Background: an optimization exercise with open tools, aiming at small area. Do not read the settings as production practice. No driver is modelled on the clock port, so clocking that relies on it looks cheaper here than on a real chip. No activity file was given, so power comes from the tool's default toggle rates.

## music_player_top
module music_player_top(
	 play_button,   
	 next_button,   
	 reset_n,       
	 clk,
	 New_Frame,
	 sample_out,
	 play_led,
	 song_led);
Size in the first run: about 1100 cells after synthesis, roughly 24 I/O pins.
==> module sine_reader, before the edit <==
module sine_reader(clk, reset, rst_phase, step_size, gen, sample);
   input clk, reset, rst_phase, gen;
   input [19:0] step_size;
   output [15:0] sample;
   reg rst_d, gen_d, carry;
   reg [21:0] acc_phase;
   wire [10:0] lo_next;
   wire [10:0] hi_sum;
   wire lo_co;
   rca #(11) u_lo(.a(rst_d ? 11'd0 : acc_phase[10:0]), .b(gen ? step_size[10:0] : 11'd0),
                  .ci(1'b0), .s(lo_next), .co(lo_co));
   rca #(11) u_hi(.a(acc_phase[21:11]), .b(gen_d ? {2'b00, step_size[19:11]} : 11'd0),
                  .ci(gen_d & carry), .s(hi_sum), .co());
   always @(posedge clk) begin
      rst_d <= rst_phase;
      gen_d <= gen;
      carry <= lo_co;
      acc_phase <= {rst_d ? 11'd0 : hi_sum, lo_next};
   end
   wire h = acc_phase[20];
   wire [10:0] n_next;
   inc #(11) u_ninc(.a({1'b0, acc_phase[19:10] ^ {10{h}}}), .ci(h), .s(n_next));
   reg sgn;
   reg [10:0] n;
   always @(posedge clk) begin
      if (reset) sgn <= 1'b0;
      else if (gen) sgn <= acc_phase[21] & ~rst_d;
      if (gen) n <= n_next;
   end
   wire [3:0] seg = n[10:7];
   wire [7:0] xs = {n[6:0], 1'b0};
   reg [1:0] stage;
   reg [2:0] sub;
   reg [18:0] acc;
   reg [18:0] p;
   wire done = (stage == 2'd3) & (sub == 3'd1);
   wire load = (sub == 3'd0) & (stage != 2'd3);
   wire [19:0] coef;
   sine_rom coef_rom(.seg(seg), .sel(stage), .coef(coef));
   wire [19:0] opb = (sub == 3'd0) ? coef : (xs[sub] ? {acc[18], acc} : 20'd0);
   wire [19:0] sum;
   rca #(20) u_add(.a({p[18], p}), .b(opb), .ci(1'b0), .s(sum), .co());
   wire [4:0] cnt1;
   inc #(5) u_cinc(.a({stage, sub}), .ci(1'b1), .s(cnt1));
   always @(posedge clk)
      if (reset) begin
         stage <= 2'd3;
         sub <= 3'd1;
         p <= 19'd0;
      end else if (gen) begin
         stage <= 2'd0;
         sub <= 3'd0;
         p <= 19'd0;
      end else if (~done) begin
         {stage, sub} <= cnt1;
         if (load) begin
            acc <= sum[18:0];
            p <= 19'd0;
         end else
            p <= sum[19:1];
      end
   assign sample = {sgn, p[18:4] ^ {15{sgn}}};
endmodule
==> module codec_conditioner, before the edit <==
module codec_conditioner(clk, reset, new_sample_in, generate_next_sample, New_Frame, valid_sample);
   input clk;
   input reset;
   input [15:0] new_sample_in;
   output generate_next_sample;
   input New_Frame;
   output [15:0] valid_sample;
   reg previous_new_frame;
   reg reset_d;
   reg [15:0] current;
   always @(posedge clk) begin
      previous_new_frame <= New_Frame;
      reset_d <= reset;
      current <= valid_sample;
   end
   assign generate_next_sample = New_Frame & ~previous_new_frame;
   assign valid_sample = (generate_next_sample | reset_d) ? new_sample_in : current;
endmodule
Settings: LEC_CHECK=0, ABC_AREA=1, CAP_MARGIN=20, CORE_MARGIN=2, CORE_UTILIZATION=40, CTS_BUF_LIST=sky130_fd_sc_hd__clkbuf_8, GPL_TIMING_DRIVEN=0, SLEW_MARGIN=20; clock period 10.0 ns.
standard.sh (not shown) runs the stock make flow with config.mk's settings and CLKGATE_MAP_FILE= SYNTH_SCRIPT=/design/flow/synth_recipe.tcl, a recipe that flattens the netlist after the stock synthesis.
==> flow/flow/run.sh <==
#!/bin/bash
# Own layout flow: the standard flow (standard.sh) with these changes:
#  - synthesis maps with an area-oriented ABC script (flow/abc_area.script);
#  - synthesis extracts only full adders (extract_fa -fa): half adders are
#    left to ABC, which maps incrementers and comparators better than fixed
#    half-adder cells (and leaves none whose sum output ends up unused);
#  - port buffers are the smallest buffer (buf_1) instead of the default pick;
#  - CTS inserts no dummy loads, and clock buffers whose sinks see a slew
#    over 100 ps after CTS are upsized (flow/post_cts.tcl);
# Registers, floorplan, power grid, tap cells, repair and routing are the
# standard flow's.  Each tool's output goes to the ORFS logs under orfs/logs;
# make's own output goes to flow_make.log here.
set -euo pipefail
S=$PWD/scripts_area
rm -rf "$S"
cp -r "$FLOW_HOME/scripts" "$S"
cp flow/abc_area.script "$S/abc_area.script"
grep -q '^  extract_fa {\*}\[dont_use_extract_fa_args\]$' "$S/synth.tcl"
sed -i 's/^  extract_fa {\*}\[dont_use_extract_fa_args\]$/  extract_fa -fa/' "$S/synth.tcl"
grep -q '^  extract_fa -fa$' "$S/synth.tcl"
bash standard.sh SCRIPTS_DIR="$S" \
  BUFFER_PORTS_ARGS="-buffer_cell sky130_fd_sc_hd__buf_1" \
  CTS_ARGS="-sink_clustering_enable -repair_clock_nets -dont_use_dummy_load -buf_list sky130_fd_sc_hd__clkbuf_8" \
  POST_CTS_TCL="$PWD/flow/post_cts.tcl" \
  finish > flow_make.log 2>&1
==> flow/flow/abc_area.script <==
strash
&get -n
&deepsyn -J 100
&put
amap
topo
==> flow/flow/post_cts.tcl <==
estimate_parasitics -placement
set upsized 0
foreach inst [[ord::get_db_block] getInsts] {
  set master [[$inst getMaster] getName]
  if {$master ne "sky130_fd_sc_hd__clkbuf_8"} { continue }
  set name [$inst getName]
  set out [get_pins -of_objects [get_cells $name] -filter "direction==output"]
  set net [get_nets -of_objects $out]
  set worst 0.0
  foreach pin [get_pins -of_objects $net -filter "direction==input"] {
    foreach e {rise fall} {
      set s [get_property $pin slew_max_$e]
      if {$s > $worst} { set worst $s }
    }
  }
  if {$worst > 0.100} {
    puts "post_cts: $name worst sink slew [format %.3f $worst] ns, upsizing to clkbuf_16"
    replace_cell $name sky130_fd_sc_hd__clkbuf_16
    incr upsized
  }
}
puts "post_cts: upsized $upsized clock buffers"
if {$upsized > 0} {
  detailed_placement
  check_placement -verbose
  estimate_parasitics -placement
}
Then changed:
--- a/flow/design.v
+++ b/flow/design.v
@@ -683,48 +683,40 @@
    wire h = acc_phase[20];
    wire [10:0] n_next;
    inc #(11) u_ninc(.a({1'b0, acc_phase[19:10] ^ {10{h}}}), .ci(h), .s(n_next));
    reg sgn;
    reg [10:0] n;
-   always @(posedge clk) begin
-      if (reset) sgn <= 1'b0;
-      else if (gen) sgn <= acc_phase[21] & ~rst_d;
-      if (gen) n <= n_next;
-   end
+   always @(posedge clk)
+      if (reset) begin
+         sgn <= 1'b0;
+         n <= 11'd0;
+      end else if (gen) begin
+         sgn <= acc_phase[21] & ~rst_d;
+         n <= n_next;
+      end
    wire [3:0] seg = n[10:7];
    wire [7:0] xs = {n[6:0], 1'b0};
    reg [1:0] stage;
    reg [2:0] sub;
-   reg [18:0] acc;
+   reg [19:0] acc;
    reg [18:0] p;
    wire done = (stage == 2'd3) & (sub == 3'd1);
-   wire load = (sub == 3'd0) & (stage != 2'd3);
+   wire load = (sub == 3'd0);
    wire [19:0] coef;
    sine_rom coef_rom(.seg(seg), .sel(stage), .coef(coef));
-   wire [19:0] opb = (sub == 3'd0) ? coef : (xs[sub] ? {acc[18], acc} : 20'd0);
+   wire [19:0] opb = load ? coef : (xs[sub] ? acc : 20'd0);
    wire [19:0] sum;
    rca #(20) u_add(.a({p[18], p}), .b(opb), .ci(1'b0), .s(sum), .co());
    wire [4:0] cnt1;
    inc #(5) u_cinc(.a({stage, sub}), .ci(1'b1), .s(cnt1));
-   always @(posedge clk)
-      if (reset) begin
-         stage <= 2'd3;
-         sub <= 3'd1;
-         p <= 19'd0;
-      end else if (gen) begin
-         stage <= 2'd0;
-         sub <= 3'd0;
-         p <= 19'd0;
-      end else if (~done) begin
-         {stage, sub} <= cnt1;
-         if (load) begin
-            acc <= sum[18:0];
-            p <= 19'd0;
-         end else
-            p <= sum[19:1];
-      end
-   assign sample = {sgn, p[18:4] ^ {15{sgn}}};
+   always @(posedge clk) begin
+      if (reset | gen) {stage, sub} <= 5'd0;
+      else if (~done) {stage, sub} <= cnt1;
+      if (load) acc <= sum;
+      p <= (reset | gen | load) ? 19'd0 : sum[19:1];
+   end
+   assign sample = {sgn, acc[19:5] ^ {15{sgn}}};
 endmodule
 module note_player(clk, reset, play_enable, note_to_load, duration_to_load,
                    done_with_note, load_new_note, beat, gen, step_size);
    input clk;
    input reset;
@@ -801,19 +793,17 @@
    input [15:0] new_sample_in;
    output generate_next_sample;
    input New_Frame;
    output [15:0] valid_sample;
    reg previous_new_frame;
-   reg reset_d;
    reg [15:0] current;
    always @(posedge clk) begin
-      previous_new_frame <= New_Frame;
-      reset_d <= reset;
-      current <= valid_sample;
+      previous_new_frame <= reset ? 1'b0 : New_Frame;
+      current <= reset ? 16'd0 : valid_sample;
    end
    assign generate_next_sample = New_Frame & ~previous_new_frame;
-   assign valid_sample = (generate_next_sample | reset_d) ? new_sample_in : current;
+   assign valid_sample = generate_next_sample ? new_sample_in : current;
 endmodule
 module music_player(clk, reset, play_button, next, New_Frame, sample_out, play, song);
    input clk;
    input reset;
    input play_button;
After rerunning: The new run passed the timing, DRC and antenna checks; core utilization decreases by 0.17 points; global-route usage decreases by 0.85 points; hold slack improved by 3.1 ps; setup slack got worse by 39 ps; final cell count increases by 2.2%; via count increases by 0.64%; total power decreases by 4.8%.
Function was not checked in any run of this note: the RTL went through the layout flow alone.

==> afterwards: timing with drivers on the ports <==
How much do the figures lean on ideal ports? The routed layouts below were timed once more, with nothing changed but the port constraints. Step 1, drivers: a clkbuf_16 drives clk and a buf_2 each remaining input, both assumed. Step 2 also shifts input and output timing later by t, the mid clock arrival at the registers, as if the neighbouring blocks saw the same clock. Slacks: ideal ports / drivers / drivers and shift; pairs: ideal ports / drivers.
| run | t (ns) | setup WS [ns] | pins driven straight from the clock port |
|---|---|---|---|
| the first run | 0.421 | 0.474 / 0.474 / 0.474 | 1 |
| the second run | 0.420 | 0.435 / 0.435 / 0.435 | 1 |
After both steps setup and hold are still met in every run listed.
